Context: an optimization exercise on an open-source flow, tuned for small area. The choices shown serve that exercise and are no tape-out recipe. Only simulation tests tie the RTL to the original design; equivalence was not proved. Power and IR drop assume default switching activity.

==> flow/design.v (excerpt) <==
module alu16(clk, rst, a, b, ctrl, res, R15);
	input clk, rst;
	input [15:0] a, b;
	input [3:0] ctrl;
	output reg [15:0] res;
	output reg [15:0] R15;
	wire [15:0] sum, quo, rem;
	wire [31:0] prod;
	reg [15:0] res_d, R15_d;
	ALU u_alu(.a(a), .b(b), .ctrl(ctrl), .sum(sum), .prod(prod), .quo(quo), .rem(rem));
	always @(*) begin
		res_d = res;
		R15_d = R15;
		case (ctrl)
			4'd0, 4'd1: res_d = sum;
			4'd2: {R15_d, res_d} = prod;
			4'd3: begin res_d = quo; R15_d = rem; end
			4'd4: res_d = a & b;
			4'd5: res_d = a | b;
			default: ;
		endcase
	end
	always @(posedge clk, negedge rst) begin
		if (~rst) begin
			res <= 16'h0000;
			R15 <= 16'h0000;
		end
		else begin
			res <= res_d;
			R15 <= R15_d;
		end
	end
endmodule
Size: about 1800 cells after synthesis, roughly 32 flip-flops, roughly 14000 um^2 of cells after synthesis.
Settings: LEC_CHECK=0, CAP_MARGIN=20, CORE_MARGIN=2, CORE_UTILIZATION=45, CTS_BUF_LIST=sky130_fd_sc_hd__clkbuf_8, SETUP_SLACK_MARGIN=-1.0, SLEW_MARGIN=20, SYNTH_HIERARCHICAL=1, SYNTH_MINIMUM_KEEP_SIZE=0; clock period 40.0 ns.
standard.sh (not shown) runs the stock make flow with config.mk's settings and CLKGATE_MAP_FILE= SYNTH_SCRIPT=/design/flow/synth_recipe.tcl, a recipe that flattens the netlist after the stock synthesis.
==> flow/flow/run.sh <==
#!/bin/bash
cp standard.sh standard_sh_copy.txt
export BUFFER_PORTS_ARGS="-buffer_cell sky130_fd_sc_hd__buf_1"
bash standard.sh > standard.log 2>&1
The baseline finished with timing, DRC and antenna clean.
==> next run, changes <==
- CORE_UTILIZATION: 45 -> 40
- TNS_END_PERCENT: unset -> 0
Effect:
- power barely changes
- synthesized area does not change
- cell area stays flat
- final cell count goes up slightly
- combinational power hardly moves
- worst setup slack improved by 37 ps
- via count goes up by a few percent
- hold slack improved by 14 ps
- count of clock-buffer cells in the layout does not change
==> next run, changes <==
- CORE_UTILIZATION: 40 -> 35
- TNS_END_PERCENT: 0 -> unset
Outcome: The new run completed with no timing, DRC or antenna violations. Total power rises by 2.2%. Clock power rises by 7.7%. Wire length rises by 0.80%. Utilization falls by 4.7 points. Cell area rises by 1.3%. Critical path depth rises by 2. Cell count rises by 3.6%. Setup slack improves by 48 ps. Via count stays flat. Fmax stays flat.
==> next run, changes <==
- CORE_UTILIZATION: 35 -> 40
- SETUP_SLACK_MARGIN: -1.0 -> -1.25
Result: Routed wire length falls by about 0.54%. Sequential share of layout area barely changes. Hold slack gains 15 ps. Critical path depth falls by 3. Final area falls by about 1.4%. Worst setup slack loses 210 ps. Maximum frequency falls by about 0.54%. Combinational power stays flat. Register-to-register slack gains 50 ps.

* * *

alu16 again, from the RTL that the note above started with.
clock: 40.0 ns
lec_check: 0
cap_margin: 20
core_margin: 2
core_utilization: 40
cts_buf_list: sky130_fd_sc_hd__clkbuf_8
cts_cluster_size: 12
setup_slack_margin: -1.0
slew_margin: 20
synth_hierarchical: 1
synth_minimum_keep_size: 0
Scripts as last shown in full above: flow/flow/run.sh
The first run finished clean.
Edit:
CTS_BUF_LIST = unset   (was sky130_fd_sc_hd__clkbuf_8)
CTS_CLUSTER_SIZE = unset   (was 12)
GPL_TIMING_DRIVEN = 0   (was unset)
The new run ran to the end with no violations.
Via count climbs slightly.
Design area went up by a few percent.
Hold slack loses 0.013 ns.
Routed wire length is lower by a few percent.
Total power rose by about a fifth.
Sequential power is about the same.
Sequential share of layout area came out lower by 0.26 points.
Clock skew does not change.
Critical path depth drops by 1.
Synthesized cell count is unchanged.
Edit:
--- a/flow/flow/run.sh
+++ b/flow/flow/run.sh
@@ -3,0 +4 @@
+export SKIP_GATE_CLONING=1
CTS_BUF_LIST = sky130_fd_sc_hd__clkbuf_8   (was unset)
GPL_TIMING_DRIVEN = unset   (was 0)
What happened: The changed run ran to the end with no violations. Clock power falls by 30%. First-iteration DRC count climbs by 27%. Utilization goes down by 2.4 points. Hold slack gets better by 0.013 ns. Total power goes down by 15%. Synthesized area stays the same. Final area drops by 5.1%. Sequential power barely changes. Flip-flop and latch count is unchanged. Clock-buffer cell count shrinks by 2.

* * *

alu16 again, from the RTL that the note above started with.
export LEC_CHECK = 0
export CAP_MARGIN = 20
export CORE_MARGIN = 2
export CORE_UTILIZATION = 40
export CTS_BUF_LIST = sky130_fd_sc_hd__clkbuf_8
export GPL_ROUTABILITY_DRIVEN = 0
export SETUP_SLACK_MARGIN = -1.0
export SLEW_MARGIN = 20
export SYNTH_HIERARCHICAL = 1
export SYNTH_MINIMUM_KEEP_SIZE = 0
create_clock -name core_clock -period 40.0 [get_ports {clk}]
==> flow/flow/run.sh <==
#!/bin/bash
cp standard.sh standard_sh_copy.txt
export BUFFER_PORTS_ARGS="-buffer_cell sky130_fd_sc_hd__buf_1"
bash standard.sh > standard.log 2>&1
==> next run, changes <==
Settings changed: GPL_ROUTABILITY_DRIVEN 0 to unset.
Result: Utilization does not change; area after synthesis is unchanged; setup slack is unchanged; design area is unchanged; wire length does not change; hold slack does not change.
==> next run, changes <==
Settings changed: CTS_BUF_LIST sky130_fd_sc_hd__clkbuf_8 to unset, PLACE_DENSITY set to 0.75.
Outcome: Global-route usage shrinks by 0.39 points. Power is about the same. Fmax shrinks by 1.1%. Core utilization grows by 0.40 points. Final cell count grows by 0.43%. Sequential share of layout area hardly moves. Critical path depth shrinks by 2. First-iteration DRC count grows by 39%. Wire length grows by 0.82%.
==> next run, changes <==
Settings changed: CTS_BUF_LIST set to sky130_fd_sc_hd__clkbuf_8, PLACE_DENSITY 0.75 to 0.5.
After rerunning:
- The new run completed with no timing, DRC or antenna violations
- utilization stays flat
- critical path depth rises by 3
- setup slack improved by 0.66 ns
- register-to-register slack improved by 0.07 ns
- cell area barely changes
- wire length rises by a few percent
- area after synthesis does not change
- sequential power falls by a few percent
- final cell count rises slightly
- global-route usage rises by 1.6 points

[port drivers added, routing unchanged]
The results above use ideal ports. As a check the final layouts listed here were re-extracted and re-timed, cells and wires unchanged. Step 1: set_driving_cell puts a clkbuf_16 on clk and a buf_2 on each other input, an assumption about the parent block. Step 2 also shifts input and output timing later by t, the mid clock arrival at the registers, as if the neighbouring blocks saw the same clock. Three values: no drivers, after step 1, after step 2; two values: the first two.
| run | t, ns | slack for setup (ns) | worst hold slack (ns) | slew at the worst register clock pin (ns) | worst slew at a driven data input, ns |
|---|---|---|---|---|---|
| the first run of note 1 | 0.350 | 1.239 / 1.239 / 0.888 | 0.480 / 0.480 / 0.480 | 0.08 / 0.08 | 0.10 |
| the second run of note 1 | 0.343 | 1.276 / 1.289 / 0.946 | 0.495 / 0.495 / 0.495 | 0.09 / 0.09 | 0.08 |
| the third run of note 1 | 0.345 | 1.324 / 1.341 / 0.997 | 0.480 / 0.480 / 0.480 | 0.08 / 0.08 | 0.07 |
| the fourth run of note 1 | 0.347 | 1.112 / 1.096 / 0.749 | 0.495 / 0.495 / 0.495 | 0.09 / 0.09 | 0.08 |
| the first run of note 2 | 0.343 | 1.276 / 1.289 / 0.946 | 0.495 / 0.495 / 0.495 | 0.09 / 0.09 | 0.08 |
| the second run of note 2 | 0.334 | 1.096 / 1.119 / 0.785 | 0.482 / 0.482 / 0.482 | 0.06 / 0.06 | 0.05 |
| the third run of note 2 | 0.343 | 1.276 / 1.289 / 0.946 | 0.495 / 0.495 / 0.495 | 0.09 / 0.09 | 0.08 |
| the first run of note 3 | 0.343 | 1.276 / 1.289 / 0.946 | 0.495 / 0.495 / 0.495 | 0.09 / 0.09 | 0.08 |
| the second run of note 3 | 0.343 | 1.276 / 1.289 / 0.946 | 0.495 / 0.495 / 0.495 | 0.09 / 0.09 | 0.08 |
| the third run of note 3 | 0.330 | 0.865 / 0.796 / 0.466 | 0.484 / 0.484 / 0.484 | 0.06 / 0.06 | 0.15 |
| the fourth run of note 3 | 0.355 | 1.526 / 1.531 / 1.176 | 0.483 / 0.483 / 0.483 | 0.09 / 0.09 | 0.07 |
After both steps setup and hold are still met in every run listed. For the third run of note 3, which loses most, drivers alone change the setup slack by -0.069 ns; drivers and shift together by -0.399 ns.
